This is an optimization exercise on Yosys and OpenROAD, whose aim is small area and a short achievable clock period, not a production implementation.
No run shown here included a check of the RTL's function; only the layout flow was run.
Power and IR drop assume default switching activity.

<file path="flow/config.mk">
export PLATFORM = sky130hd
export DESIGN_NAME = CORE
export DESIGN_NICKNAME = CORE
export VERILOG_FILES = /design/flow/design.v
export SDC_FILE = /design/flow/constraint.sdc
export NUM_CORES = 4
export LEC_CHECK = 0
export CAP_MARGIN = 20
export CORE_MARGIN = 2
export CORE_UTILIZATION = 40
export SETUP_SLACK_MARGIN = 4.2
export SLEW_MARGIN = 20
export SYNTH_HIERARCHICAL = 1
</file>
<file path="flow/constraint.sdc">
create_clock -name core_clock -period 7.5 [get_ports {i_CLK}]
set_input_delay 1.5000 -clock core_clock [delete_from_list [all_inputs] [get_ports {i_CLK}]]
set_output_delay 1.5000 -clock core_clock [all_outputs]
set_load 0.01 [all_outputs]
</file>
<file path="flow/design.v">
module O22AI (
    input  wire a1, a2, b1, b2,
    output wire y
);
    assign y = ~((a1 | a2) & (b1 | b2));
endmodule
module NOR2 (
    input  wire a, b,
    output wire y
);
    assign y = ~(a | b);
endmodule
module OR16 (
    input  wire [15:0] x,
    output wire        y
);
    assign y = |x;
endmodule
module DEC5N (
    input  wire [4:0]  a,
    output wire [31:1] n
);
    genvar k;
    generate
        for (k = 1; k < 32; k = k + 1) begin : g_dec
            assign n[k] = (a != k);
        end
    endgenerate
endmodule
module ALU (
    input  wire [1:0] i_op,
    input  wire [7:0] i_a,
    input  wire [7:0] i_b,
    output reg  [7:0] o_y
);
    wire [8:0] s = {i_a, 1'b1} + {i_b ^ {8{i_op[0]}}, i_op[0]};
    reg  [4:0] cnt;
    integer i;
    always @(*) begin
        cnt = 5'd0;
        for (i = 0; i < 8; i = i + 1)
            cnt = cnt + i_a[i] + i_b[i];
    end
    always @(*)
        case (i_op)
            2'b10:   o_y = i_a & i_b;
            2'b11:   o_y = {3'd0, cnt};
            default: o_y = s[8:1];
        endcase
endmodule
module RDBIT (
    input  wire [31:1] nsel,
    input  wire [31:1] nd,
    output wire        y
);
    wire [15:0] t;
    genvar k;
    generate
        for (k = 0; k < 15; k = k + 1) begin : g_pair
            O22AI u_p (.a1(nsel[2*k+1]), .a2(nd[2*k+1]),
                       .b1(nsel[2*k+2]), .b2(nd[2*k+2]), .y(t[k]));
        end
    endgenerate
    NOR2 u_last (.a(nsel[31]), .b(nd[31]), .y(t[15]));
    OR16 u_or (.x(t), .y(y));
endmodule
module RDPORT (
    input  wire [4:0]   i_addr,
    input  wire [247:0] i_nd,       
    output wire [7:0]   o_data
);
    wire [31:1] nsel;
    DEC5N u_dec (.a(i_addr), .n(nsel));
    genvar b, k;
    generate
        for (b = 0; b < 8; b = b + 1) begin : g_bit
            wire [31:1] col;
            for (k = 1; k < 32; k = k + 1) begin : g_col
                assign col[k] = i_nd[8*(k-1)+b];
            end
            RDBIT u_bit (.nsel(nsel), .nd(col), .y(o_data[b]));
        end
    endgenerate
endmodule
module CORE #(
    parameter DATA_WIDTH = 8
)
(
    input wire i_CLK,
    input wire i_RSTn,
    input wire [31:0] i_instr,
    input wire i_valid,
    input wire i_ready1,
    output reg o_ready,
    output wire [DATA_WIDTH-1:0] o_data1,
    output wire o_valid1
);
    wire [1:0] op  = i_instr[31:30];
    wire [4:0] rd  = i_instr[29:25];
    wire [4:0] rs0 = i_instr[24:20];
    wire [4:0] rs1 = i_instr[19:15];
    reg       alu_valid;         
    reg [4:0] pend_dest;         
    reg [1:0] alu_oper;
    reg [4:0] wb_dest;
    reg       last_alu_valid;
    reg       st_show;           
    reg       st_hold;           
    wire hazard = alu_valid && (pend_dest != 5'd0) &&
                  ((rs0 == pend_dest) || (rs1 == pend_dest));
    wire alu_ready = !st_hold;
    wire load = !st_show || (!st_hold && i_ready1);
    wire wen  = st_show && i_ready1;
    assign o_valid1 = st_show;
    always @(posedge i_CLK) begin
        pend_dest <= rd;
        alu_oper  <= op;
    end
    always @(posedge i_CLK)
        if (alu_valid && alu_ready)
            wb_dest <= pend_dest;
    always @(posedge i_CLK or negedge i_RSTn)
        if (!i_RSTn) begin
            o_ready        <= 1'b0;
            alu_valid      <= 1'b0;
            last_alu_valid <= 1'b0;
            st_show        <= 1'b0;
            st_hold        <= 1'b0;
        end else begin
            o_ready        <= !hazard;
            alu_valid      <= i_valid && !hazard && alu_ready;
            last_alu_valid <= alu_valid;
            if (!st_show) begin
                st_show <= alu_valid;
            end else if (!st_hold) begin
                if (!i_ready1)
                    st_hold <= 1'b1;
                else if (!alu_valid)
                    st_show <= 1'b0;
            end else if (i_ready1) begin
                st_hold <= 1'b0;
                st_show <= last_alu_valid;
            end
        end
    reg  [247:0] rfn;            
    wire [7:0]   rd0, rd1;
    wire         rst = !i_RSTn;
    genvar k;
    generate
        for (k = 1; k < 32; k = k + 1) begin : g_row
            localparam [7:0] INIT = (k == 1) ? 8'd10 : (k == 2) ? 8'd5 : 8'd0;
            wire we = rst || (wen && wb_dest == k);
            always @(posedge i_CLK)
                if (we)
                    rfn[8*(k-1) +: 8] <= rst ? ~INIT : ~o_data1;
        end
    endgenerate
    RDPORT u_rd0 (.i_addr(rs0), .i_nd(rfn), .o_data(rd0));
    RDPORT u_rd1 (.i_addr(rs1), .i_nd(rfn), .o_data(rd1));
    reg [1:0] res_op;
    reg [7:0] res_a, res_b;
    always @(posedge i_CLK)
        if (load) begin
            res_op <= alu_oper;
            res_a  <= rd0;
            res_b  <= rd1;
        end
    ALU u_alu (.i_op(res_op), .i_a(res_a), .i_b(res_b), .o_y(o_data1));
endmodule
</file>
<file path="flow/run.sh">
#!/bin/bash
# synth_recipe.tcl (not shown) runs the flow's synth.tcl, then flattens the netlist and writes it again
# the make line also repeats each setting of config.mk as NAME=value (left out here)
make -C /OpenROAD-flow-scripts/flow DESIGN_CONFIG=/design/flow/config.mk WORK_HOME=/design/flow/orfs CLKGATE_MAP_FILE= SYNTH_SCRIPT=/design/flow/synth_recipe.tcl finish
</file>
==> flow_summary.yaml, run 1 <==
clock_tree:
  cts_sinks: 283
  insertion_delay_ns: 0.55
  cts_tree: "built"
  cts_hold_buf: 0
  clk_pin_slew_worst_paths_ns: 0.06
  clockRootBuffer: "clkbuf_16"
  htreeDepth: 1
  cts-buffers-inserted: 30
  clockBufferDepth: 3
place:
  portBuffers: 30
  dp_cells: 1368
  post_dp_cell_area_mm2: 0.0134
  place_hpwl_um: 26700
  gp_congestion: 0.981
  post-place-ws_ns: 1.70
global_route:
  gr-usage-met1_pct: 31.9
  grt_antenna_before_repair: 0
  overflow: 0
  grt_max_degree: 67
  busiest_layer: "met2"
  grt_pass1_wl_um: 59300
  grtUsageMet2_pct: 36.9
  grt_pass1_vias: 9303
  grtUsageMet3_pct: 6.11
  track_usage_pct: 24.1
finish:
  drive_gt1_share_pct: 22.7
  nNetsFinal: 1100
  layout_commonest_cell: "edfxtp_1"
  fin_cells: 1463
  finalInstanceArea_mm2: 0.0156
  layout_common_cells: "edfxtp_1, o22ai_1, nand2_1"
  areaGrowthSynthToFinish_pct: 24.8
synth:
  synthesis.area_mm2: 0.0125
  synth_fp_nets: 1009
  ys_seq_area_share_pct: 67.2
  yosysWarnings: 8
  synth_ff_type: "edfxtp_1"
  synth_enable_flop_cells: 271
  ys_seq_elements: 283
  synth.distinct_cells: 52
  synth_cells: 951
  avgSynthCellArea_um2: 13.1
  synthArstFlopShare_pct: 1.77
drt:
  drtAntennaViolNets: 0
  drcViolationCount: 0
  via_count: 9600
  dr.first_iter.drc_count: 1116
  finalWirelength_um: 41000
  routed_via_density: 6.56
  firstDrtPassIters: 5
  wl_per_cell_um: 28.0
sta:
  whs_ns: 0.374
  setup_ws_ns: 1.75
  setup_violations: 0
  period_share_pct: 76.6
  final.setup.tns_ns: 0
  fmaxAchievable_mhz: 174
  rsz0062_at_grt: "yes"
  relSlewSlack_pct: 25.7
  min_period_ns: 5.75
  worstMarginPinSlew_ns: 1.11
  fin_skew_ns: 0.00818
  drv_slew: 0
  hold_violations: 0
die:
  design.core.area_mm2: 0.0307
  rows: 64
  die_w_um: 181
  top_level_ports: 46
  die_h_um: 181
  start_util_pct: 40.8
  dieArea_mm2: 0.0327
power_and_ir_drop:
  p_seq_share_pct: 35.4
  netSwitchingPower_uw: 3600
  p_per_area_mw_per_mm2: 583
  ir_worst_vdd_mv: 0.505
  power_leakage_uw: 0.00470
  power.share.clock_pct: 16.6
  p_sw_share_pct: 39.6
  internal_power_uw: 5490
  comb_power_share_pct: 48.0
setup_path:
  crit_chain: "inv_2, fa_1, fa_1, fa_2, fa_1, inv_2, ha_4, fa_2, nand2_2, o31ai_4, nand2_1, o21ai_4, buf_6"
  critPathSlowestCell: "fa_1"
  cp_slowest_stage_delay_ns: 0.54
  arrival_ns: 4.25
  cp_max_fo: 2
  worst_ep_required_time_ns: 6.00
  cp-end-kind: "output port"
  setup.worst_path.start_class: "register"
  critPathKind: "reg -> out"
  cpMostUsedCell: "fa_1"
flow_run:
  cap_violations: 0
hold_path:
  min_path_type: "reg -> reg"
outcome:
  run_status: "complete, no violations"
## per-layer routing
| metal | routed length (µm) | share of wire, % | vias up |
|---|---|---|---|
| li1 | - | - | 4127 |
| met1 | 15800 | 39 | 4660 |
| met2 | 18100 | 44 | 669 |
| met3 | 4490 | 11 | 144 |
| met4 | 2500 | 6.1 | 0 |
| met5 | 0 | 0 | - |
## Yosys stat by module, one instance, submodules excluded, excerpt
module	cells	times used	flops+latches
OR16	5	16	0
ALU	138	1	0
O22AI	1	240	0
NOR2	1	16	0
DEC5N	46	2	0
CORE	385	1	283
## cells in the mapped netlist, drive strengths merged, types with 2 or more instances
library cell  number  area [µm²]
nand2             97         367
nor2b             10        62.6
and3b              6        52.6
or2                2        15.0
dfxtp              7         140
o21ai             42         225
inv               30         113
nor3b              7        82.6
a211oi             2        15.0
xnor2             13         114
and2               2        12.5
nand2b            10        80.1
o211ai             2        15.0
nor2              25        93.8
edfxtp           271        8140
nand3              6        30.0
nor3               6        30.0
nand3b             2        15.0
fa                10         200
nand4             16         100
buf                3        21.3
nand4b             2        17.5
dfrtp              5         125
clkbuf            12        45.0
a21oi             14        70.1
or3                4        30.0
a31oi              2        12.5
xor2              12         105
o21a               2        15.0
o22ai            241        1510
and3               3        18.8
ha                12         150
nor4              64         400
## registers in the layout, indices dropped and copies added, names as in the netlist
name / flops
alu_oper: 2
alu_valid: 1
last_alu_valid: 1
o_ready: 1
pend_dest: 5
res_a: 8
res_b: 8
res_op: 2
rfn: 248
st_hold: 1
st_show: 1
wb_dest: 5
## critical path: cells and delay by family, from the launching register on
kind | cells | cell delay, ns
adder cells (fa/ha/maj) | 6 | 2.59
buffers and inverters | 3 | 0.28
flip-flops | 1 | 0.43
AO/OA/AOI/OAI | 2 | 0.19
AND/OR/NAND/NOR | 2 | 0.20
## power by group through the flow
stage | Sequential (µW) | Clock [µW] | Combinational, µW
after global routing | 3300 | 1590 | 4680
after global placement | 3240 | 0 | 2680
after detailed placement | 3260 | 0 | 2720
after floorplan | 3110 | 0 | 1800
final | 3220 | 1510 | 4360
after CTS | 3210 | 1520 | 3750
## final cells by class
class / instances / area (µm²)
fillers: 2578 / 15100
clock inverters: 14 / 169
inverters: 30 / 113
repair buffers: 61 / 598
clock buffers: 42 / 847
diodes: 1 / 2.50
flip-flops and latches: 283 / 8400
well taps: 396 / 495
multi-input cells: 636 / 4980
## metrics by stage
stage	power, µW	utilization, %
after detailed placement	5990	43.6
after global placement	5920	43.6
after CTS	8480	49.5
final	9090	50.9
after global routing	9570	50.9
after floorplan	4910	-
## cell families after synthesis
family	after synthesis	share of synthesized area, %
fa+ha+maj	22	2.80
simple gates	263	11.3
xor+xnor	25	1.75
flops	283	67.2
mux	1	0.110
compound gates	312	15.4
buf+inv	45	1.43
## path summary, 6_finish.rpt
path                                                  to  depth (start not counted)  slack, ns           startpoint
worst max-delay path                          o_data1[1]                         13       1.75   res_b[1]$_DFFE_PP_
worst min-delay path            last_alu_valid$_DFF_PN0_                          0       0.37  alu_valid$_DFF_PN0_
worst max register to register        rfn[105]$_DFFE_PP_                         15       3.19   res_b[1]$_DFFE_PP_
worst min register to register  last_alu_valid$_DFF_PN0_                          0       0.37  alu_valid$_DFF_PN0_
max in group asynchronous              st_show$_DFF_PN0_                          2       5.65               i_RSTn
min in group asynchronous              o_ready$_DFF_PN0_                          2       1.18               i_RSTn
## timing repair
item	CTS	global route
gates cloned	10	3
buffers inserted	18	7
endpoints found under the setup margin	237	267
pin swaps	13	10
resized for setup	138	73
==> run 2, diff against run 1 <==
--- a/flow/config.mk
+++ b/flow/config.mk
@@ -10,3 +10,3 @@
 export CORE_UTILIZATION = 40
-export SETUP_SLACK_MARGIN = 4.2
+export SETUP_SLACK_MARGIN = 0.3
 export SLEW_MARGIN = 20
==> run 2 against run 1 <==
Still clean. Via count shrank 4.2%. Fmax down 12%. Hold slack better by 0.0055 ns. Synthesized area stayed put. Core utilization shrank 4.6 points. Cell area shrank 9.0%. First-iteration DRC count rose by 5.5%. Combinational power decreased by 44%. Non-clock buffer count fell by 27. Register-to-register slack worse by 0.68 ns. Flip-flop and latch count unchanged. Wire length down 7.4%. Largest cell class unchanged.
==> flow_summary.yaml, run 2 <==
setup_path:
  crit_cells: 14
  setup.worst_path.start_class: "register"
  rr_startpoint: "res_a[0]$_DFFE_PP_"
  cp_top_family: "adder cells"
  worstReg2RegEnd: "rfn[236]$_DFFE_PP_"
  cp-end-kind: "output port"
  cp_max_fo: 4
  critPathSlowestCell: "clkdlybuf4s50_1"
  reg2reg_slack_ns: 2.51
  cp-endpoint: "o_data1[2]"
  startpoint: "res_a[0]$_DFFE_PP_"
  worst_ep_required_time_ns: 6.00
  crit_buf_inv: 3
  reg2reg_depth: 13
  crit_chain: "inv_1, fa_1, fa_1, fa_1, fa_1, inv_1, ha_1, fa_1, xor2_1, nand2_1, o21ai_0, nand2_1, o21ai_0, clkdlybuf4s50_1"
  arrival_ns: 5.04
  critPathKind: "reg -> out"
  cp_slowest_stage_delay_ns: 0.66
  cpMostUsedCell: "fa_1"
finish:
  layout_commonest_cell: "edfxtp_1"
  diodes: 0
  final_core_util_pct: 46.3
  largest_reg_flops: 248
  areaGrowthSynthToFinish_pct: 13.6
  reg_top3: "rfn: 248 flops, res_a: 8 flops, res_b: 8 flops"
  nNetsFinal: 1059
  regMostFlops: "rfn"
  fin_cells: 1420
  drive_gt1_share_pct: 6.45
  layout_common_cells: "edfxtp_1, o22ai_1, nand2_1"
  nFillCells: 2699
sta:
  relSlewSlack_pct: 22.7
  fmaxAchievable_mhz: 153
  fin_skew_ns: 0.0116
  drv_slew: 0
  final.setup.tns_ns: 0
  setup_violations: 0
  period_share_pct: 87.2
  rsz0062_at_grt: "no"
  min_period_ns: 6.54
  hold_violations: 0
  worstMarginPinSlew_ns: 1.15
global_route:
  grt_pass1_wl_um: 55800
  grt_pass1_vias: 8741
  overflow: 0
  grt_max_degree: 57
  grt_antenna_before_repair: 0
  track_usage_pct: 22.7
place:
  place_hpwl_um: 26800
  portBuffers: 30
  gp_congestion: 0.972
  dp_cells: 1366
synth:
  synth_cells: 951
  synthesis.area_mm2: 0.0125
  yosysTopAreaCell: "edfxtp_1"
  synth.distinct_cells: 52
  ys_seq_elements: 283
  synth_fp_nets: 1009
  synthTopCellsByCount: "edfxtp_1, o22ai_1, nand2_1"
  avgSynthCellArea_um2: 13.1
  synthTopCellsByArea: "edfxtp_1, o22ai_1, nor4_1, nand2_1, fa_1"
  yosysWarnings: 8
  synth_enable_flop_cells: 271
  synth.most_common_cell: "edfxtp_1"
  yosysTopAreaCellShare_pct: 65.1
  ys_seq_area_share_pct: 67.2
  synthArstFlopShare_pct: 1.77
  synth_ff_type: "edfxtp_1"
flow_run:
  cap_violations: 0
drt:
  drcViolationCount: 0
  firstDrtPassIters: 6
  drtAntennaViolNets: 0
  via_count: 9195
  finalWirelength_um: 37900
  dr.first_iter.drc_count: 1177
  wl_per_cell_um: 26.7
  routed_via_density: 6.48
die:
  rows: 64
  top_level_ports: 46
  die_h_um: 181
  design.core.area_mm2: 0.0307
  start_util_pct: 40.8
  die_w_um: 181
  dieArea_mm2: 0.0327
power_and_ir_drop:
  power.share.clock_pct: 19.6
  netSwitchingPower_uw: 2530
  p_seq_share_pct: 45.8
  ir_worst_vdd_mv: 0.495
  p_sw_share_pct: 35.8
  p_per_area_mw_per_mm2: 496
  comb_power_share_pct: 34.5
  internal_power_uw: 4530
  power_leakage_uw: 0.00418
clock_tree:
  cts_resized: 0
  clockBufferDepth: 3
  cts-buffers-inserted: 29
  cts_hold_buf: 0
  clockRootBuffer: "clkbuf_16"
  clk_pin_slew_worst_paths_ns: 0.06
  insertion_delay_ns: 0.55
  postCtsSetupRepairBufs: 0
  cts_tree: "built"
  cts_sinks: 283
  htreeDepth: 1
hold_path:
  min_path_type: "reg -> reg"
outcome:
  run_status: "complete, no violations"
## run 2: cell counts after synthesis
No cell type changed its count.
## run 2: metrics by stage
| step | worst slack [ns] | hold WS [ns] | power (µW) | instance area, µm² |
|---|---|---|---|---|
| global route | 0.635 | 0.393 | 7510 | 14200 |
| global placement | 1.55 | 0.359 | 5650 | 13300 |
| floorplan | 2.45 | 0.354 | 4680 | 12500 |
| finish | 0.957 | 0.380 | 7050 | 14200 |
| detailed placement | 1.52 | 0.372 | 5700 | 13300 |
| CTS | 0.931 | 0.385 | 7070 | 14200 |
## run 2: power groups by stage
stage	registers, µW	clock network (µW)	logic, µW
2_1_floorplan	3110	0	1570
3_3_place_gp	3230	0	2410
3_5_place_dp	3260	0	2440
4_1_cts	3230	1400	2440
5_1_grt	3310	1470	2740
6_report	3230	1380	2440
## run 2: per-module statistics from Yosys (local to each module, per instance), a selection
module,flip-flops and latches,cells inside,copies in the design
NOR2,0,1,16
OR16,0,5,16
DEC5N,0,46,2
O22AI,0,1,240
ALU,0,138,1
CORE,283,385,1
## run 2: area by class of cell
class | count | area, µm² | area share, %
sequential | 283 | 8400 | 59.2
multi-input combinational | 623 | 3960 | 27.9
clock buffer | 33 | 741 | 5.21
tap | 396 | 495 | 3.49
timing repair buffer | 34 | 325 | 2.29
clock inverter | 21 | 169 | 1.19
inverter | 30 | 113 | 0.793
## run 2: cells by family after synthesis
family                   after synthesis  share of synthesized area, %
adder cells (fa/ha/maj)               22                          2.80
multiplexers                           1                         0.110
buffers and inverters                 45                          1.43
AND/OR/NAND/NOR                      263                          11.3
XOR/XNOR                              25                          1.75
AO/OA/AOI/OAI                        312                          15.4
flip-flops                           283                          67.2
## run 2: how the worst min path moves through the flow
stage / from / end / slack [ns] / cells past startpoint
after floorplan: alu_valid$_DFF_PN0_ / last_alu_valid$_DFF_PN0_ / 0.35 / 0
after global placement: alu_valid$_DFF_PN0_ / last_alu_valid$_DFF_PN0_ / 0.36 / 0
after detailed placement: alu_valid$_DFF_PN0_ / last_alu_valid$_DFF_PN0_ / 0.37 / 0
after CTS: alu_valid$_DFF_PN0_ / last_alu_valid$_DFF_PN0_ / 0.39 / 0
after global routing: alu_valid$_DFF_PN0_ / last_alu_valid$_DFF_PN0_ / 0.39 / 0
final: alu_valid$_DFF_PN0_ / last_alu_valid$_DFF_PN0_ / 0.38 / 0
## run 2: metal layers
metal / global-route usage (%) / wire length (µm)
met5: 0 / 0
met3: 3.83 / 3820
met1: 32.4 / 15600
met4: 6.19 / 1070
met2: 35.9 / 17400
==> run 3, diff against run 2 <==
--- a/flow/design.v
+++ b/flow/design.v
@@ -29,3 +29,3 @@
 endmodule
-module ALU (
+module ALU_PRE (
     input  wire [1:0] i_op,
@@ -33,18 +33,67 @@
     input  wire [7:0] i_b,
-    output reg  [7:0] o_y
-);
-    wire [8:0] s = {i_a, 1'b1} + {i_b ^ {8{i_op[0]}}, i_op[0]};
-    reg  [4:0] cnt;
-    integer i;
+    output wire [7:0] o_x,
+    output wire [7:0] o_y
+);
+    wire sub   = (i_op == 2'b01);
+    wire andop = (i_op == 2'b10);
+    wire cntop = (i_op == 2'b11);
+    wire [7:0] bb = i_b ^ {8{sub}};
+    wire [7:0] p  = i_a ^ bb;
+    wire [7:0] g  = i_a & bb;
+    wire [7:0] g0 = {g[7:1], g[0] | (p[0] & sub)};
+    wire [7:0] p0 = p;
+    wire [7:0] g1, p1, g2, p2, g3;
+    genvar i;
+    generate
+        for (i = 0; i < 8; i = i + 1) begin : g_ks
+            if (i >= 1) begin : l1
+                assign g1[i] = g0[i] | (p0[i] & g0[i-1]);
+                assign p1[i] = p0[i] & p0[i-1];
+            end else begin : l1n
+                assign g1[i] = g0[i];
+                assign p1[i] = p0[i];
+            end
+            if (i >= 2) begin : l2
+                assign g2[i] = g1[i] | (p1[i] & g1[i-2]);
+                assign p2[i] = p1[i] & p1[i-2];
+            end else begin : l2n
+                assign g2[i] = g1[i];
+                assign p2[i] = p1[i];
+            end
+            if (i >= 4) begin : l3
+                assign g3[i] = g2[i] | (p2[i] & g2[i-4]);
+            end else begin : l3n
+                assign g3[i] = g2[i];
+            end
+        end
+    endgenerate
+    wire [7:0] c = {g3[6:0], sub};       
+    reg [3:0] ca, cb;
+    integer k;
     always @(*) begin
-        cnt = 5'd0;
-        for (i = 0; i < 8; i = i + 1)
-            cnt = cnt + i_a[i] + i_b[i];
+        ca = 4'd0;
+        cb = 4'd0;
+        for (k = 0; k < 8; k = k + 1) begin
+            ca = ca + i_a[k];
+            cb = cb + i_b[k];
+        end
     end
-    always @(*)
-        case (i_op)
-            2'b10:   o_y = i_a & i_b;
-            2'b11:   o_y = {3'd0, cnt};
-            default: o_y = s[8:1];
-        endcase
+    assign o_x = cntop ? {4'd0, ca} : andop ? g : p;
+    assign o_y = cntop ? {4'd0, cb} : andop ? 8'd0 : c;
+endmodule
+module ALU_POST (
+    input  wire       i_cnt,
+    input  wire [7:0] i_x,
+    input  wire [7:0] i_y,
+    output wire [7:0] o_r
+);
+    wire [4:0] c;
+    assign c[0] = 1'b0;
+    genvar i;
+    generate
+        for (i = 0; i < 4; i = i + 1) begin : g_c
+            assign c[i+1] = (i_x[i] & i_y[i]) | ((i_x[i] | i_y[i]) & c[i]);
+        end
+    endgenerate
+    assign o_r = i_x ^ i_y ^ {3'd0, {5{i_cnt}} & c};
 endmodule
@@ -159,11 +208,13 @@
     RDPORT u_rd1 (.i_addr(rs1), .i_nd(rfn), .o_data(rd1));
-    reg [1:0] res_op;
-    reg [7:0] res_a, res_b;
+    wire [7:0] pre_x, pre_y;
+    ALU_PRE u_pre (.i_op(alu_oper), .i_a(rd0), .i_b(rd1), .o_x(pre_x), .o_y(pre_y));
+    reg       res_cnt;
+    reg [7:0] res_x, res_y;
     always @(posedge i_CLK)
         if (load) begin
-            res_op <= alu_oper;
-            res_a  <= rd0;
-            res_b  <= rd1;
-        end
-    ALU u_alu (.i_op(res_op), .i_a(res_a), .i_b(res_b), .o_y(o_data1));
-endmodule
+            res_cnt <= (alu_oper == 2'b11);
+            res_x   <= pre_x;
+            res_y   <= pre_y;
+        end
+    ALU_POST u_post (.i_cnt(res_cnt), .i_x(res_x), .i_y(res_y), .o_r(o_data1));
+endmodule
--- a/flow/config.mk
+++ b/flow/config.mk
@@ -10,3 +10,3 @@
 export CORE_UTILIZATION = 40
-export SETUP_SLACK_MARGIN = 0.3
+export SETUP_SLACK_MARGIN = 4.0
 export SLEW_MARGIN = 20
==> run 3 against run 2 <==
Still clean. Wire length increased by 8.5%. Critical path depth increased by 3. Sequential share of layout area decreased by 11 points. Synthesized cell count decreased by 0.32%. Count of clock-buffer cells in the layout increased by 9. Fmax increased by 26%. Non-clock buffer count increased by 137. Register-to-register slack improved by 0.89 ns. Flip-flop and latch count decreased by 1. Hold slack improved by 0.0056 ns. First-iteration DRC count increased by 5.5%. Worst setup slack improved by 1.4 ns.
==> flow_summary.yaml, run 3 <==
setup_path:
  cp_max_fo: 5
  setup.worst_path.start_class: "primary input"
  cp-end-kind: "register"
  cp_slowest_stage_delay_ns: 0.60
  critPathKind: "in -> reg"
  worst_ep_required_time_ns: 7.80
  critPathSlowestCell: "fa_1"
  cpMostUsedCell: "fa_1"
  arrival_ns: 5.47
  reg2reg_slack_ns: 3.40
  crit_chain: "buf_12, and3b_2, buf_12, nand2_8, o22ai_2, nor4_4, nand4_1, fa_1, inv_2, fa_1, fa_1, inv_2, ha_4, inv_1, fa_1, a21oi_1, mux2_4"
die:
  rows: 64
  dieArea_mm2: 0.0329
  start_util_pct: 40.9
  die_h_um: 181
  top_level_ports: 46
  die_w_um: 181
  design.core.area_mm2: 0.0307
synth:
  synth_ff_type: "edfxtp_1"
  synth_enable_flop_cells: 270
  synth.distinct_cells: 52
  synthesis.area_mm2: 0.0126
  avgSynthCellArea_um2: 13.3
  synthTopCellsByArea: "edfxtp_1, o22ai_1, nor4_1, nand2_1, ha_1"
  yosysTopAreaCellShare_pct: 64.5
  synth_cells: 948
  synth.most_common_cell: "edfxtp_1"
  yosysTopAreaCell: "edfxtp_1"
  ys_seq_elements: 282
  ys_seq_area_share_pct: 66.6
  synthArstFlopShare_pct: 1.77
  synth_fp_nets: 1013
  synthTopCellsByCount: "edfxtp_1, o22ai_1, nand2_1"
  yosysWarnings: 8
clock_tree:
  cts_hold_buf: 0
  clockRootBuffer: "clkbuf_16"
  clockBufferDepth: 3
  htreeDepth: 1
  insertion_delay_ns: 0.56
  cts-buffers-inserted: 29
  cts_sinks: 282
  clk_pin_slew_worst_paths_ns: 0.06
  cts_tree: "built"
finish:
  diodes: 0
  regMostFlops: "rfn"
  drive_gt1_share_pct: 36.0
  areaGrowthSynthToFinish_pct: 39.1
  largest_reg_flops: 248
  finalInstanceArea_mm2: 0.0175
  nNetsFinal: 1201
  layout_commonest_cell: "edfxtp_1"
  layout_common_cells: "edfxtp_1, o22ai_1, buf_4"
  reg_top3: "rfn: 248 flops, res_x: 8 flops, res_y: 8 flops"
drt:
  drcViolationCount: 0
  drtAntennaViolNets: 0
  via_count: 9991
  dr.first_iter.drc_count: 1242
  wl_per_cell_um: 26.4
  firstDrtPassIters: 5
  finalWirelength_um: 41100
  routed_via_density: 6.43
sta:
  hold_violations: 0
  drv_slew: 0
  final.setup.tns_ns: 0
  relSlewSlack_pct: 26.6
  period_share_pct: 69.0
  fin_skew_ns: 0.0124
  min_period_ns: 5.17
  setup_violations: 0
  rsz0062_at_grt: "yes"
  fmaxAchievable_mhz: 193
  worstMarginPinSlew_ns: 1.10
hold_path:
  min_path_type: "reg -> reg"
global_route:
  grt_antenna_before_repair: 0
  overflow: 0
  grt_max_degree: 57
  grt_pass1_vias: 9728
  track_usage_pct: 24.0
  grt_pass1_wl_um: 59700
power_and_ir_drop:
  p_per_area_mw_per_mm2: 350
  comb_power_share_pct: 28.7
  internal_power_uw: 4190
  power.share.clock_pct: 24.8
  netSwitchingPower_uw: 1940
  power_leakage_uw: 0.00603
  p_sw_share_pct: 31.6
  p_seq_share_pct: 46.5
  ir_worst_vdd_mv: 0.206
outcome:
  run_status: "complete, no violations"
flow_run:
  cap_violations: 0
place:
  post_dp_cell_area_mm2: 0.0139
  portBuffers: 30
  gp_congestion: 0.947
  place_hpwl_um: 27200
run 3: cell types whose count changed after synthesis, sizes merged, moves of 4 or more:
cell,before,now
ha,12,21
o21ai,42,38
xnor2,13,23
a22o,0,4
xor2,12,5
run 3: modules after synthesis (local to each module, per instance), a selection:
module	times used	cell area [µm²]	cells
NOR2	16	3.75	1
CORE	1	8950	385
DEC5N	2	225	46
ALU_PRE	1	866	106
ALU_POST	1	239	29
O22AI	240	6.26	1
OR16	16	31.3	5
run 3: per-stage QoR:
step	std cells	util, %	setup WS (ns)	total power (µW)	hold slack, ns
finish	1555	56.9	2.33	6120	0.385
global route	1555	56.9	2.25	6400	0.409
CTS	1520	54.3	2.24	5990	0.390
detailed placement	1382	45.3	0.570	4180	0.371
global placement	1382	45.3	0.685	4130	0.364
floorplan	948	-	2.35	3570	0.354
run 3: worst paths after layout:
| check | startpoint | to | cells after the start |
|---|---|---|---|
| setup / recovery | i_instr[23] | res_x[1]$_DFFE_PP_ | 17 |
| hold / removal | alu_valid$_DFF_PN0_ | last_alu_valid$_DFF_PN0_ | 0 |
| setup reg to reg | rfn[160]$_DFFE_PP_ | res_x[1]$_DFFE_PP_ | 14 |
| hold reg to reg | alu_valid$_DFF_PN0_ | last_alu_valid$_DFF_PN0_ | 0 |
| max in group asynchronous | i_RSTn | o_ready$_DFF_PN0_ | 2 |
| min in group asynchronous | i_RSTn | st_hold$_DFFE_PN0P_ | 2 |
run 3: layer usage:
layer  part of all wire (%)  global-route usage [%]
met5                      0                       0
met4                    3.6                    7.32
met3                    8.5                    3.35
met2                     48                    40.2
met1                     40                    32.6
run 3: power by group through the flow:
stage	Sequential (µW)	Clock, µW	Combinational [µW]
global route	2900	1590	1910
detailed placement	2820	0	1370
floorplan	2730	0	840
CTS	2810	1530	1650
finish	2840	1520	1760
global placement	2790	0	1330
run 3: cell type report:
cell class | instances | area, µm²
Multi-Input combinational cell | 621 | 5690
Sequential cell | 282 | 8370
Clock buffer | 42 | 867
Fill cell | 2389 | 13300
Timing Repair Buffer | 171 | 1790
Tap cell | 396 | 495
Inverter | 31 | 116
Clock inverter | 12 | 151
run 3: worst max-delay path, delay by kind of cell:
kind | cells | cell delay (ns)
compound gates | 2 | 0.17
fa+ha+maj | 5 | 2.13
mux | 1 | 0.28
simple gates | 4 | 0.95
buf+inv | 5 | 0.44
run 3: logic make-up (layout without fill, tap and decap cells):
logic type	count (synthesis)	after routing	share of synthesized area [%]
xor+xnor	28	28	1.95
flops	282	282	66.6
buf+inv	45	256	1.48
fa+ha+maj	29	29	3.36
mux	4	4	0.368
simple gates	251	251	10.9
compound gates	309	309	15.4
run 3: repair_timing:
| action | 4_1_cts | 5_1_grt |
|---|---|---|
| setup buffers | 81 | 34 |
| gates cloned | 3 | 1 |
| resized for setup | 245 | 69 |
| pin swaps | 68 | 52 |
| endpoints found under the setup margin | 20 | 21 |
==> run 4, diff against run 3 <==
--- a/flow/config.mk
+++ b/flow/config.mk
@@ -10,3 +10,3 @@
 export CORE_UTILIZATION = 40
-export SETUP_SLACK_MARGIN = 4.0
+export SETUP_SLACK_MARGIN = 4.4
 export SLEW_MARGIN = 20
==> run 4 against run 3 <==
Fmax shrank 2.9%. Cell area up 2.9%. First-iteration DRC count decreased by 5.8%. Global-route usage increased by 1.8 points. Highest routed layer unchanged.
==> flow_summary.yaml, run 4 <==
outcome:
  run_status: "complete, no violations"
finish:
  regMostFlops: "rfn"
  multi_input_comb_area_mm2: 0.00597
  finalInstanceArea_mm2: 0.0180
  nFillCells: 2320
  reg_top3: "rfn: 248 flops, res_x: 8 flops, res_y: 8 flops"
  largest_reg_flops: 248
  nNetsFinal: 1233
  areaGrowthSynthToFinish_pct: 43.1
  layout_commonest_cell: "edfxtp_1"
  drive_gt1_share_pct: 41.2
  diodes: 0
  layout_common_cells: "edfxtp_1, o22ai_1, buf_4"
  seq_area_mm2: 0.00837
synth:
  synthTopCellsByCount: "edfxtp_1, o22ai_1, nand2_1"
  synth_fa_ha_area_share_pct: 3.36
  synth.distinct_cells: 52
  avgSynthCellArea_um2: 13.3
  yosysTopAreaCellShare_pct: 64.5
  yosysWarnings: 8
  ys_seq_elements: 282
  yosysTopAreaCell: "edfxtp_1"
  synth_mux_area_share_pct: 0.368
  synth_enable_flop_cells: 270
  synth_top_family_by_area: "compound AO/OA/AOI/OAI gates"
  ys_seq_area_share_pct: 66.6
  synthTopCellsByArea: "edfxtp_1, o22ai_1, nor4_1, nand2_1, ha_1"
  synth_fp_nets: 1013
  synth_compound_area_share_pct: 15.4
  synth_xor_area_share_pct: 1.95
  synthArstFlopShare_pct: 1.77
  synth_ff_type: "edfxtp_1"
  synth_cells: 948
  synth.most_common_cell: "edfxtp_1"
  yosys.area_share.simple_pct: 10.9
  synthesis.area_mm2: 0.0126
drt:
  finalWirelength_um: 43200
  drtAntennaViolNets: 0
  firstDrtPassIters: 5
  wl_per_cell_um: 27.2
  drcViolationCount: 0
  via_count: 10199
  dr.first_iter.drc_count: 1170
  routed_via_density: 6.42
clock_tree:
  cts_tree: "built"
  htreeDepth: 1
  cts-buffers-inserted: 31
  cts_sinks: 282
  clk_pin_slew_worst_paths_ns: 0.06
  cts_hold_buf: 0
  clockBufferDepth: 3
  insertion_delay_ns: 0.57
  clockRootBuffer: "clkbuf_16"
die:
  die_h_um: 181
  design.core.area_mm2: 0.0307
  die_w_um: 181
  rows: 64
  start_util_pct: 40.9
  dieArea_mm2: 0.0329
  top_level_ports: 46
power_and_ir_drop:
  p_per_area_mw_per_mm2: 360
  power_leakage_uw: 0.00634
  ir_worst_vdd_mv: 0.177
setup_path:
  cp_max_fo: 7
  arrival_ns: 5.66
  setup.worst_path.start_class: "primary input"
  critPathKind: "in -> reg"
  cp-end-kind: "register"
  worst_ep_required_time_ns: 7.83
sta:
  hold_violations: 0
  setup_violations: 0
  drv_slew: 0
  setup_ws_ns: 2.17
  period_share_pct: 71.0
  fin_skew_ns: 0.0306
  fmaxAchievable_mhz: 188
  min_period_ns: 5.33
  rsz0062_at_grt: "yes"
  worstMarginPinSlew_ns: 1.00
  relSlewSlack_pct: 32.4
  final.setup.tns_ns: 0
global_route:
  grt_max_degree: 57
  grt_pass1_wl_um: 63200
  overflow: 0
  track_usage_pct: 25.8
  grt_pass1_vias: 10029
  grt_antenna_before_repair: 0
hold_path:
  min_path_type: "reg -> reg"
flow_run:
  cap_violations: 0
place:
  post_dp_cell_area_mm2: 0.0140
  place_hpwl_um: 27300
  portBuffers: 30
  post-place-ws_ns: 0.682
  gp_congestion: 0.933
run 4: cell counts after synthesis:
Identical to the previous run, type by type.
run 4: cells by family after synthesis:
family,count (synthesis)
buf+inv,45
compound gates,309
simple gates,251
fa+ha+maj,29
flops,282
xor+xnor,28
mux,4
run 4: what timing repair did:
action,in CTS,in global routing
pin swaps,83,57
setup buffers,126,21
gates resized for setup,317,79
cloned,3,1
endpoints found under the setup margin,188,86
run 4: final timing paths:
check                                    startpoint                  endpoint  slack [ns]  depth (start not counted)
worst max-delay path                    i_instr[21]        res_x[1]$_DFFE_PP_        2.17                         18
worst min-delay path            alu_valid$_DFF_PN0_  last_alu_valid$_DFF_PN0_        0.40                          0
worst max register to register    rfn[35]$_DFFE_PP_        res_x[1]$_DFFE_PP_        3.22                         14
worst min register to register  alu_valid$_DFF_PN0_  last_alu_valid$_DFF_PN0_        0.40                          0
max in group asynchronous                    i_RSTn         st_show$_DFF_PN0_        5.89                          2
min in group asynchronous                    i_RSTn         o_ready$_DFF_PN0_        1.06                          2
run 4: final cells by class:
class,count,share of cell area (%)
well taps,396,2.75
multi-input cells,621,33.2
clock buffers,35,4.40
repair buffers,201,11.1
inverters,31,0.647
clock inverters,23,1.40
flip-flops and latches,282,46.6
run 4: worst max-delay path, cell delays in order:
cell and delay, ns:
buf_4 0.15, and2_4 0.23, buf_12 0.17, nand2_8 0.07, o22ai_1 0.08, nor4_1 0.36
nand4_1 0.13, buf_4 0.18, fa_1 0.56, inv_2 0.04, fa_1 0.53, fa_2 0.48
inv_2 0.09, ha_4 0.14, inv_2 0.04, fa_2 0.51, a21oi_1 0.07, mux2_4 0.29
run 4: metrics by stage:
| stage | utilization (%) | hold slack, ns | cells | total power [µW] |
|---|---|---|---|---|
| 2_1_floorplan | - | 0.354 | 948 | 3570 |
| 6_report | 58.5 | 0.400 | 1589 | 6480 |
| 3_5_place_dp | 45.4 | 0.368 | 1379 | 4230 |
| 3_3_place_gp | 45.3 | 0.356 | 1378 | 4160 |
| 4_1_cts | 56.2 | 0.415 | 1566 | 6220 |
| 5_1_grt | 58.5 | 0.422 | 1589 | 6770 |
run 4: Yosys stat by module, one instance, submodules excluded, excerpt:
module	cells inside	flops+latches
NOR2	1	0
ALU_POST	29	0
OR16	5	0
O22AI	1	0
CORE	385	282
DEC5N	46	0
ALU_PRE	106	0
run 4: where the power goes:
group	switching (µW)	total [µW]	leakage, µW	internal [µW]
clock network	621	1550	0.000512	929
logic	1150	2070	0.00330	921
registers	340	2860	0.00253	2520
run 4: per-layer routing:
metal / global-route usage, % / vias to the layer above / share of wire (%)
met3: 5.34 / 145 / 8.9
met2: 40.9 / 595 / 46
met5: 0 / - / 0
met4: 12.2 / 0 / 5.5
li1: - / 4362 / -
met1: 34.3 / 5097 / 40
==> run 5, diff against run 4 <==
--- a/flow/design.v
+++ b/flow/design.v
@@ -28,2 +28,72 @@
     endgenerate
+endmodule
+module XOR2 (
+    input  wire a, b,
+    output wire y
+);
+    assign y = a ^ b;
+endmodule
+module PC4 (
+    input  wire [3:0] x,
+    output wire [2:0] c
+);
+    wire h0, k0, h1, k1, hk;
+    XOR2 u_h (.a(x[0]), .b(x[1]), .y(h0));
+    XOR2 u_k (.a(x[2]), .b(x[3]), .y(k0));
+    assign h1 = x[0] & x[1];
+    assign k1 = x[2] & x[3];
+    XOR2 u_c0 (.a(h0), .b(k0), .y(c[0]));
+    XOR2 u_hk (.a(h1), .b(k1), .y(hk));
+    assign c[1] = hk | (h0 & k0);
+    assign c[2] = h1 & k1;
+endmodule
+module PC8 (
+    input  wire [7:0] x,
+    output wire [3:0] c
+);
+    wire [2:0] u, v;
+    PC4 u_lo (.x(x[3:0]), .c(u));
+    PC4 u_hi (.x(x[7:4]), .c(v));
+    wire c1 = u[0] & v[0];
+    wire uv1;
+    XOR2 u_0 (.a(u[0]), .b(v[0]), .y(c[0]));
+    XOR2 u_1 (.a(u[1]), .b(v[1]), .y(uv1));
+    XOR2 u_2 (.a(uv1), .b(c1), .y(c[1]));
+    wire c2 = (u[1] & v[1]) | ((u[1] | v[1]) & c1);
+    assign c[2] = (u[2] ^ v[2]) | c2;
+    assign c[3] = u[2] & v[2];
+endmodule
+module CARRY8 (
+    input  wire [7:0] g,
+    input  wire [7:0] t,
+    input  wire       cin,
+    output wire [7:0] o_c
+);
+    wire [7:0] g0 = {g[7:1], g[0] | (t[0] & cin)};
+    wire [7:0] g1, p1, g2, p2, g3;
+    genvar i;
+    generate
+        for (i = 0; i < 8; i = i + 1) begin : g_ks
+            if (i >= 1) begin : l1
+                assign g1[i] = g0[i] | (t[i] & g0[i-1]);
+                assign p1[i] = t[i] & t[i-1];
+            end else begin : l1n
+                assign g1[i] = g0[i];
+                assign p1[i] = t[i];
+            end
+            if (i >= 2) begin : l2
+                assign g2[i] = g1[i] | (p1[i] & g1[i-2]);
+                assign p2[i] = p1[i] & p1[i-2];
+            end else begin : l2n
+                assign g2[i] = g1[i];
+                assign p2[i] = p1[i];
+            end
+            if (i >= 4) begin : l3
+                assign g3[i] = g2[i] | (p2[i] & g2[i-4]);
+            end else begin : l3n
+                assign g3[i] = g2[i];
+            end
+        end
+    endgenerate
+    assign o_c = {g3[6:0], cin};
 endmodule
@@ -39,45 +109,19 @@
     wire cntop = (i_op == 2'b11);
-    wire [7:0] bb = i_b ^ {8{sub}};
-    wire [7:0] p  = i_a ^ bb;
-    wire [7:0] g  = i_a & bb;
-    wire [7:0] g0 = {g[7:1], g[0] | (p[0] & sub)};
-    wire [7:0] p0 = p;
-    wire [7:0] g1, p1, g2, p2, g3;
+    wire asop  = !i_op[1];
+    wire [7:0] bb, p, c;
+    wire [3:0] ca, cb;
     genvar i;
     generate
-        for (i = 0; i < 8; i = i + 1) begin : g_ks
-            if (i >= 1) begin : l1
-                assign g1[i] = g0[i] | (p0[i] & g0[i-1]);
-                assign p1[i] = p0[i] & p0[i-1];
-            end else begin : l1n
-                assign g1[i] = g0[i];
-                assign p1[i] = p0[i];
-            end
-            if (i >= 2) begin : l2
-                assign g2[i] = g1[i] | (p1[i] & g1[i-2]);
-                assign p2[i] = p1[i] & p1[i-2];
-            end else begin : l2n
-                assign g2[i] = g1[i];
-                assign p2[i] = p1[i];
-            end
-            if (i >= 4) begin : l3
-                assign g3[i] = g2[i] | (p2[i] & g2[i-4]);
-            end else begin : l3n
-                assign g3[i] = g2[i];
-            end
-        end
-    endgenerate
-    wire [7:0] c = {g3[6:0], sub};       
-    reg [3:0] ca, cb;
-    integer k;
-    always @(*) begin
-        ca = 4'd0;
-        cb = 4'd0;
-        for (k = 0; k < 8; k = k + 1) begin
-            ca = ca + i_a[k];
-            cb = cb + i_b[k];
-        end
-    end
-    assign o_x = cntop ? {4'd0, ca} : andop ? g : p;
-    assign o_y = cntop ? {4'd0, cb} : andop ? 8'd0 : c;
+        for (i = 0; i < 8; i = i + 1) begin : g_bit
+            XOR2 u_bb (.a(i_b[i]), .b(sub), .y(bb[i]));
+            XOR2 u_p  (.a(i_a[i]), .b(bb[i]), .y(p[i]));
+        end
+    endgenerate
+    wire [7:0] g = i_a & bb;
+    wire [7:0] t = i_a | bb;
+    CARRY8 u_carry (.g(g), .t(t), .cin(sub), .o_c(c));
+    PC8 u_ca (.x(i_a), .c(ca));
+    PC8 u_cb (.x(i_b), .c(cb));
+    assign o_x = ({8{cntop}} & {4'd0, ca}) | ({8{andop}} & g) | ({8{asop}} & p);
+    assign o_y = ({8{cntop}} & {4'd0, cb}) | ({8{asop}} & c);
 endmodule
@@ -89,11 +133,21 @@
 );
-    wire [4:0] c;
-    assign c[0] = 1'b0;
+    wire [3:0] gg = i_x[3:0] & i_y[3:0];
+    wire [3:0] tt = i_x[3:0] | i_y[3:0];
+    wire [4:1] c;
+    assign c[1] = i_cnt & gg[0];
+    assign c[2] = i_cnt & (gg[1] | (tt[1] & gg[0]));
+    assign c[3] = i_cnt & (gg[2] | (tt[2] & gg[1]) | (tt[2] & tt[1] & gg[0]));
+    assign c[4] = i_cnt & gg[3];
+    wire [7:0] pp;
+    wire [4:1] s;
     genvar i;
     generate
-        for (i = 0; i < 4; i = i + 1) begin : g_c
-            assign c[i+1] = (i_x[i] & i_y[i]) | ((i_x[i] | i_y[i]) & c[i]);
-        end
-    endgenerate
-    assign o_r = i_x ^ i_y ^ {3'd0, {5{i_cnt}} & c};
+        for (i = 0; i < 8; i = i + 1) begin : g_pp
+            XOR2 u_pp (.a(i_x[i]), .b(i_y[i]), .y(pp[i]));
+        end
+        for (i = 1; i < 5; i = i + 1) begin : g_s
+            XOR2 u_s (.a(pp[i]), .b(c[i]), .y(s[i]));
+        end
+    endgenerate
+    assign o_r = {pp[7:5], s[4:1], pp[0]};
 endmodule
--- a/flow/config.mk
+++ b/flow/config.mk
@@ -10,3 +10,3 @@
 export CORE_UTILIZATION = 40
-export SETUP_SLACK_MARGIN = 4.4
+export SETUP_SLACK_MARGIN = 3.8
 export SLEW_MARGIN = 20
==> run 5 against run 4 <==
Critical path depth decreased by 6. Cell area decreased by 1.1%. Via count increased by 0.89%. Die area increased by 0.75%.
==> flow_summary.yaml, run 5 <==
finish:
  layout_commonest_cell: "edfxtp_1"
  reg_top3: "rfn: 248 flops, res_x: 8 flops, res_y: 8 flops"
  areaGrowthSynthToFinish_pct: 40.4
  nFillCells: 2432
  nNetsFinal: 1205
  regMostFlops: "rfn"
  drive_gt1_share_pct: 36.7
  layout_common_cells: "edfxtp_1, o22ai_1, buf_4"
  diodes: 0
  largest_reg_flops: 248
die:
  rows: 65
  top_level_ports: 46
  die_h_um: 182
  design.core.area_mm2: 0.0314
  start_util_pct: 40.4
  die_w_um: 182
  dieArea_mm2: 0.0331
drt:
  drtAntennaViolNets: 0
  firstDrtPassIters: 5
  finalWirelength_um: 42200
  via_count: 10290
  wl_per_cell_um: 26.5
  drcViolationCount: 0
  dr.first_iter.drc_count: 1479
  routed_via_density: 6.47
synth:
  synth_fp_nets: 1020
  synthesis.area_mm2: 0.0127
  synth_cells: 982
  avgSynthCellArea_um2: 12.9
  yosysWarnings: 7
hold_path:
  worstHoldStart: "alu_valid$_DFF_PN0_"
  min_path_type: "reg -> reg"
setup_path:
  crit_chain: "buf_12, and3b_4, nand2_4, o22ai_4, nor4_4, nand4_1, xor2_2, or2_4, a21o_4, a21o_1, a31o_1, and2b_1"
  critPathKind: "in -> reg"
  cp_slowest_stage_delay_ns: 0.53
  arrival_ns: 4.21
  crit_buf_inv: 1
  critPathSlowestCell: "nor4_4"
  worst_ep_required_time_ns: 7.82
  cp_top_family: "simple AND/OR/NAND/NOR gates"
  setup.worst_path.start_class: "primary input"
  startpoint: "i_instr[17]"
  cp_max_fo: 7
  rr_startpoint: "alu_oper[1]$_DFF_P_"
  cp-end-kind: "register"
sta:
  rsz0062_at_grt: "yes"
  worstMarginPinSlew_ns: 1.08
  setup_violations: 0
  relSlewSlack_pct: 27.3
  final.setup.tns_ns: 0
  fin_skew_ns: 0.0140
  hold_violations: 0
  min_period_ns: 3.89
  period_share_pct: 51.8
  drv_slew: 0
  fmaxAchievable_mhz: 257
  setup_ws_ns: 3.61
place:
  gp_congestion: 0.889
  portBuffers: 30
  place_hpwl_um: 26600
  post-place-ws_ns: 1.65
global_route:
  track_usage_pct: 24.0
  grt_pass1_vias: 9583
  grt_max_degree: 57
  grt_antenna_before_repair: 0
  grt_pass1_wl_um: 59900
  overflow: 0
clock_tree:
  cts_sinks: 282
  htreeDepth: 1
  insertion_delay_ns: 0.57
  cts_tree: "built"
  clockBufferDepth: 3
  clockRootBuffer: "clkbuf_16"
  cts-buffers-inserted: 30
  clk_pin_slew_worst_paths_ns: 0.06
power_and_ir_drop:
  power_leakage_uw: 0.00608
  ir_worst_vdd_mv: 0.213
  p_per_area_mw_per_mm2: 333
flow_run:
  cap_violations: 0
outcome:
  run_status: "complete, no violations"
-- run 5: final timing paths --
check | endpoint | slack [ns] | depth (start not counted)
max in group asynchronous | last_alu_valid$_DFF_PN0_ | 6.10 | 2
hold / removal | last_alu_valid$_DFF_PN0_ | 0.39 | 0
setup / recovery | res_y[4]$_DFFE_PP_ | 3.61 | 12
setup reg to reg | res_y[4]$_DFFE_PP_ | 4.49 | 7
hold reg to reg | last_alu_valid$_DFF_PN0_ | 0.39 | 0
min in group asynchronous | o_ready$_DFF_PN0_ | 1.01 | 2
-- run 5: layer usage --
layer / wire length [µm] / vias to the layer above / GRT usage (%)
met2: 19300 / 633 / 37.1
met4: 1790 / 0 / 9.06
li1: - / 4396 / -
met3: 4290 / 129 / 5.13
met1: 16800 / 5132 / 33.6
met5: 0 / - / 0
-- run 5: worst reg2reg max path: stages, from the launching register on --
cell and delay, ns:
dfxtp_1 0.90, and2b_1 0.55, xor2_2 0.27, or2_4 0.29, a21o_4 0.24, a21o_1 0.21, a31o_1 0.18, and2b_1 0.14
-- run 5: through the flow --
step	std cells	utilization [%]	instance area [µm²]	total power [µW]	hold slack, ns
global route	1591	56.7	17800	6180	0.405
detailed placement	1409	44.4	13900	4040	0.371
finish	1591	56.7	17800	5930	0.393
CTS	1523	51.8	16300	5720	0.408
floorplan	982	-	13200	3510	0.354
global placement	1409	44.4	13900	4000	0.358
-- run 5: timing repair --
action / CTS / global route
buffers inserted: 60 / 65
cloned: 0 / 3
hold buffers: 0 / 0
endpoints found under the setup margin: 19 / 13
gates resized for setup: 205 / 156
hold endpoints to repair: 0 / 0
pin swaps: 65 / 81
-- run 5: area by class of cell --
| cell class | count | area (µm²) | share of cell area (%) |
|---|---|---|---|
| inverters | 15 | 56.3 | 0.317 |
| multi-input cells | 666 | 6190 | 34.8 |
| clock inverters | 22 | 195 | 1.10 |
| clock buffers | 32 | 779 | 4.38 |
| well taps | 402 | 503 | 2.83 |
| repair buffers | 172 | 1690 | 9.50 |
| flip-flops and latches | 282 | 8370 | 47.1 |
-- run 5: power breakdown --
group | switching (µW) | total, µW | internal, µW
Combinational | 953 | 1640 | 683
Sequential | 328 | 2820 | 2500
Clock | 619 | 1470 | 852
Total | 1900 | 5930 | 4030
==> run 6, diff against run 5 <==
--- a/flow/config.mk
+++ b/flow/config.mk
@@ -10,3 +10,3 @@
 export CORE_UTILIZATION = 40
-export SETUP_SLACK_MARGIN = 3.8
+export SETUP_SLACK_MARGIN = 4.3
 export SLEW_MARGIN = 20
==> run 6 against run 5 <==
Still clean on timing, DRC and antenna. Clock skew is 0.0050 ns lower. Flip-flop and latch count unchanged. Total power rose by 1.9%. Fmax fell by 1.1%. Global-route usage increased by 0.50 points. Sequential power is essentially flat. Cell count decreased by 0.31%. Largest power group unchanged.
==> flow_summary.yaml, run 6 <==
outcome:
  run_status: "complete, no violations"
setup_path:
  critPathSlowestCell: "nor4_4"
  worst_ep_required_time_ns: 7.80
  arrival_ns: 4.22
  setup.worst_path.start_class: "primary input"
  critPathKind: "in -> reg"
  crit_buf_inv: 3
  cp_slowest_stage_delay_ns: 0.52
  crit_chain: "buf_12, and3b_2, nand2_4, o22ai_4, nor4_4, nand4_1, buf_4, buf_4, and2_1, xor2_1, a21o_1, xor2_2, xor2_1, nand3_1, o21ai_1"
  rr_startpoint: "rfn[41]$_DFFE_PP_"
  startpoint: "i_instr[17]"
  cp_top_family: "simple AND/OR/NAND/NOR gates"
  cp-end-kind: "register"
  cp_max_fo: 8
place:
  gp_congestion: 0.908
  dp_cells: 1405
  place_hpwl_um: 26500
  post_dp_cell_area_mm2: 0.0139
  portBuffers: 30
drt:
  routed_via_density: 6.41
  finalWirelength_um: 41900
  drtAntennaViolNets: 0
  via_count: 10172
  dr.first_iter.drc_count: 1226
  firstDrtPassIters: 6
  drcViolationCount: 0
  wl_per_cell_um: 26.4
finish:
  diodes: 0
  layout_common_cells: "edfxtp_1, o22ai_1, buf_4"
  largest_reg_flops: 248
  layout_commonest_cell: "edfxtp_1"
  finalInstanceArea_mm2: 0.0180
  areaGrowthSynthToFinish_pct: 42.2
  nFillCells: 2374
  nNetsFinal: 1198
  drive_gt1_share_pct: 39.5
  reg_top3: "rfn: 248 flops, res_x: 8 flops, res_y: 8 flops"
  regMostFlops: "rfn"
  fin_cells: 1586
clock_tree:
  htreeDepth: 1
  clk_pin_slew_worst_paths_ns: 0.06
  clockBufferDepth: 3
  cts_tree: "built"
  cts_hold_buf: 0
  insertion_delay_ns: 0.56
  cts_sinks: 282
  clockRootBuffer: "clkbuf_16"
  cts-buffers-inserted: 30
global_route:
  gr-usage-met1_pct: 33.7
  grt_antenna_before_repair: 0
  overflow: 0
  grtUsageMet2_pct: 38.9
  grt_max_degree: 57
  grtUsageMet3_pct: 4.69
  grt_pass1_vias: 9766
  track_usage_pct: 24.5
  busiest_layer: "met2"
  grt_pass1_wl_um: 61300
hold_path:
  min_path_type: "reg -> reg"
  worstHoldStart: "alu_valid$_DFF_PN0_"
sta:
  relSlewSlack_pct: 25.4
  fin_skew_ns: 0.00905
  min_period_ns: 3.93
  fmaxAchievable_mhz: 255
  final.setup.tns_ns: 0
  drv_slew: 0
  period_share_pct: 52.4
  worstMarginPinSlew_ns: 1.12
  rsz0062_at_grt: "yes"
  hold_violations: 0
  setup_violations: 0
die:
  dieArea_mm2: 0.0331
  die_w_um: 182
  start_util_pct: 40.4
  rows: 65
  top_level_ports: 46
  die_h_um: 182
  design.core.area_mm2: 0.0314
power_and_ir_drop:
  ir_worst_vdd_mv: 0.202
  power_leakage_uw: 0.00624
  design_power_total_uw: 6040
  p_per_area_mw_per_mm2: 336
synth:
  avgSynthCellArea_um2: 12.9
  synth_cells: 982
  yosysWarnings: 7
  synth_fp_nets: 1020
  synthesis.area_mm2: 0.0127
flow_run:
  cap_violations: 0
-- run 6: cell type report --
| cell class | count | area (µm²) | area share [%] |
|---|---|---|---|
| flip-flops and latches | 282 | 8370 | 46.5 |
| multi-input cells | 666 | 6400 | 35.6 |
| repair buffers | 165 | 1730 | 9.60 |
| clock buffers | 34 | 787 | 4.37 |
| well taps | 402 | 503 | 2.79 |
| clock inverters | 22 | 158 | 0.875 |
| inverters | 15 | 56.3 | 0.313 |
-- run 6: metal layers --
metal | vias to the layer above | routed length (µm)
met4 | 0 | 2100
met5 | - | 0
met1 | 5037 | 16300
met3 | 153 | 4330
met2 | 622 | 19100
li1 | 4360 | -
-- run 6: where the power goes --
group	switching, µW	leakage [µW]	total (µW)	internal (µW)
registers	335	0.00253	2830	2490
logic	1020	0.00325	1800	779
clock network	604	0.000467	1420	817
total	1960	0.00624	6040	4090
-- run 6: repair_timing --
action                                  CTS  global route
endpoints found under the setup margin   80            76
setup buffers                            92            26
cloned                                    4             2
gates resized for setup                 347            60
pin swaps                               102            40
-- run 6: path summary, 6_finish.rpt --
kind / to / slack, ns / depth (start not counted)
max: res_y[1]$_DFFE_PP_ / 3.57 / 15
min: last_alu_valid$_DFF_PN0_ / 0.38 / 0
max reg2reg: res_y[1]$_DFFE_PP_ / 4.63 / 12
min reg2reg: last_alu_valid$_DFF_PN0_ / 0.38 / 0
max in group asynchronous: o_ready$_DFF_PN0_ / 6.02 / 2
min in group asynchronous: st_hold$_DFFE_PN0P_ / 1.06 / 2
-- run 6: stage by stage --
step	utilization, %	hold slack (ns)	worst slack [ns]
after floorplan	-	0.354	3.63
after CTS	55.2	0.382	3.69
after detailed placement	44.4	0.368	1.60
after global placement	44.4	0.364	1.63
after global routing	57.4	0.392	3.54
final	57.4	0.378	3.57
==> run 7, diff against run 6 <==
--- a/flow/config.mk
+++ b/flow/config.mk
@@ -10,3 +10,4 @@
 export CORE_UTILIZATION = 40
-export SETUP_SLACK_MARGIN = 4.3
+export CTS_BUF_LIST = sky130_fd_sc_hd__clkbuf_4 sky130_fd_sc_hd__clkbuf_8
+export SETUP_SLACK_MARGIN = 3.8
 export SLEW_MARGIN = 20
==> run 7 against run 6 <==
Total power is 1.7% lower. Non-clock buffer count is 8 lower. Sequential power hardly changed. First-iteration DRC count is 4.3% higher. Critical endpoint is now res_y[4]$_DFFE_PP_. Hold slack better by 0.013 ns. Critical path depth is 1 lower. Register-to-register slack worse by 0.15 ns. Clock skew is 0.0048 ns higher. Still clean on timing, DRC and antenna.
==> flow_summary.yaml, run 7 <==
flow_run:
  cap_violations: 0
drt:
  wl_per_cell_um: 26.3
  dr.first_iter.drc_count: 1279
  drtAntennaViolNets: 0
  via_count: 10373
  drcViolationCount: 0
  routed_via_density: 6.44
  firstDrtPassIters: 6
  finalWirelength_um: 42300
power_and_ir_drop:
  p_per_area_mw_per_mm2: 337
  power_leakage_uw: 0.00604
  ir_worst_vdd_mv: 0.174
sta:
  fin_skew_ns: 0.0139
  worstMarginPinSlew_ns: 1.13
  hold_violations: 0
  rsz0062_at_grt: "yes"
  min_period_ns: 3.86
  fmaxAchievable_mhz: 259
  drv_slew: 0
  final.setup.tns_ns: 0
  setup_violations: 0
  period_share_pct: 51.4
  relSlewSlack_pct: 24.0
finish:
  final_core_util_pct: 56.2
  layout_commonest_cell: "edfxtp_1"
  diodes: 0
  seq_area_mm2: 0.00837
  regMostFlops: "rfn"
  areaGrowthSynthToFinish_pct: 39.4
  nFillCells: 2448
  drive_gt1_share_pct: 36.2
  multi_input_comb_area_mm2: 0.00610
  layout_common_cells: "edfxtp_1, o22ai_1, buf_4"
  reg_top3: "rfn: 248 flops, res_x: 8 flops, res_y: 8 flops"
  largest_reg_flops: 248
  nNetsFinal: 1207
global_route:
  grt_pass1_vias: 9689
  grt_antenna_before_repair: 0
  overflow: 0
  grt_pass1_wl_um: 60000
  grt_max_degree: 57
  track_usage_pct: 24.2
clock_tree:
  insertion_delay_ns: 0.58
  cts_hold_buf: 0
  cts-buffers-inserted: 47
  htreeDepth: 2
  clk_pin_slew_worst_paths_ns: 0.07
  clockRootBuffer: "clkbuf_8"
  clockBufferDepth: 3
  cts_sinks: 282
  cts_tree: "built"
setup_path:
  cp_top_family: "simple AND/OR/NAND/NOR gates"
  reg2reg_slack_ns: 4.48
  cp_slowest_stage_delay_ns: 0.46
  cp_max_fo: 8
  crit_chain: "buf_12, nor3b_4, buf_4, nand2_8, o22ai_1, nor4_2, nand4_1, buf_4, xor2_2, or2_4, a21o_4, a21o_1, a31o_1, and2b_1"
  critPathKind: "in -> reg"
  worstReg2RegEnd: "res_y[4]$_DFFE_PP_"
  rr_startpoint: "alu_oper[1]$_DFF_P_"
  crit_cells: 14
  cpMostUsedCell: "buf_4"
  cp-endpoint: "res_y[4]$_DFFE_PP_"
  cp-end-kind: "register"
  critPathSlowestCell: "nor4_2"
  arrival_ns: 4.19
  setup.worst_path.start_class: "primary input"
  worst_ep_required_time_ns: 7.84
  crit_buf_inv: 3
  startpoint: "i_instr[18]"
  reg2reg_depth: 7
die:
  dieArea_mm2: 0.0331
  rows: 65
  die_h_um: 182
  top_level_ports: 46
  start_util_pct: 40.4
  die_w_um: 182
  design.core.area_mm2: 0.0314
place:
  gp_congestion: 0.889
  portBuffers: 30
  place_hpwl_um: 26600
hold_path:
  worstHoldStart: "alu_valid$_DFF_PN0_"
  whs_path_depth: 0
  min_path_type: "reg -> reg"
synth:
  synth_cells: 982
  avgSynthCellArea_um2: 12.9
  yosysWarnings: 7
  synthesis.area_mm2: 0.0127
  synth_fp_nets: 1020
outcome:
  run_status: "complete, no violations"
-- run 7: changes by cell type in the layout (fill, tap and decap cells not counted), moves of 11 or more --
cell       change
clkbuf_4      +16
clkbuf_8      +49
o21ai_2       -11
nand2_4       -14
nand2_8       +14
clkbuf_16     -28
o22ai_1       +15
-- run 7: how the worst min path moves through the flow --
stage                                           to  slack [ns]
after global placement    last_alu_valid$_DFF_PN0_        0.36
after global routing      last_alu_valid$_DFF_PN0_        0.39
after floorplan           last_alu_valid$_DFF_PN0_        0.35
final                     last_alu_valid$_DFF_PN0_        0.39
after CTS                 last_alu_valid$_DFF_PN0_        0.39
after detailed placement  last_alu_valid$_DFF_PN0_        0.37
-- run 7: layout make-up --
| class | count | area share, % |
|---|---|---|
| Sequential cell | 282 | 47.4 |
| Clock inverter | 23 | 1.37 |
| Multi-Input combinational cell | 666 | 34.6 |
| Timing Repair Buffer | 157 | 8.99 |
| Tap cell | 402 | 2.85 |
| Clock buffer | 65 | 4.50 |
| Inverter | 15 | 0.319 |
-- run 7: through the flow --
stage          power, µW  instances  setup WS (ns)  cell area (µm²)  hold slack (ns)
5_1_grt             6210       1610           3.62            17700            0.395
2_1_floorplan       3510        982           3.63            13200            0.354
3_5_place_dp        4040       1409           1.65            13900            0.371
6_report            5940       1610           3.64            17700            0.391
3_3_place_gp        4000       1409           1.71            13900            0.358
4_1_cts             5750       1557           3.72            16500            0.389
-- run 7: what timing repair did --
item | 4_1_cts | 5_1_grt
buffers inserted | 60 | 48
cloned | 0 | 5
endpoints found under the setup margin | 19 | 13
pin swaps | 63 | 68
resized for setup | 219 | 115
-- run 7: power breakdown --
group / leakage, µW / total, µW / internal [µW] / switching, µW
logic: 0.00296 / 1650 / 687 / 958
clock network: 0.000547 / 1490 / 865 / 623
registers: 0.00253 / 2810 / 2500 / 315
-- run 7: per-layer routing --
| layer | up-vias | GRT usage [%] | share of wire (%) |
|---|---|---|---|
| met5 | - | 0 | 0 |
| met4 | 0 | 9.23 | 4.2 |
| met3 | 121 | 4.93 | 9.6 |
| met2 | 683 | 37.6 | 46 |
| met1 | 5158 | 33.8 | 41 |
| li1 | 4411 | - | - |

-- separate check: timing with driven ports --
No port has a modelled driver above. Below, the same layouts with a new extraction and two added sets of constraints.
Step 1 sets driving cells, clkbuf_16 on the clock port and buf_2 on the other inputs (assumed; they add their load-dependent delay and slew).
Step 2 also shifts input and output timing later by t, the mid clock arrival at the registers, as if the neighbouring blocks saw the same clock.
a / b / c = ideal / step 1 / step 2; a / b = the first two.
run | t (ns) | slack for setup (ns) | worst setup path at the end | worst data-port slew with drivers (ns) | cell pins on the clock port's net
run 1 | 0.599 | 1.753 / 1.702 / 2.301 | register to output | 0.04 | 1
run 2 | 0.599 | 0.957 / 0.907 / 1.506 | register to output | 0.04 | 1
run 3 | 0.599 | 2.327 / 2.213 / 1.614 | input to register | 0.17 | 1
run 4 | 0.611 | 2.171 / 2.136 / 1.524 | input to register | 0.17 | 1
run 5 | 0.616 | 3.613 / 3.546 / 2.930 | input to register | 0.13 | 1
run 6 | 0.605 | 3.572 / 3.480 / 2.875 | input to register | 0.17 | 1
run 7 | 0.617 | 3.644 / 3.606 / 2.989 | input to register | 0.15 | 1
After both steps every run listed still meets setup and hold. The setup slack of run 3, which loses most, moves by -0.114 ns with the drivers and by -0.713 ns with both steps.
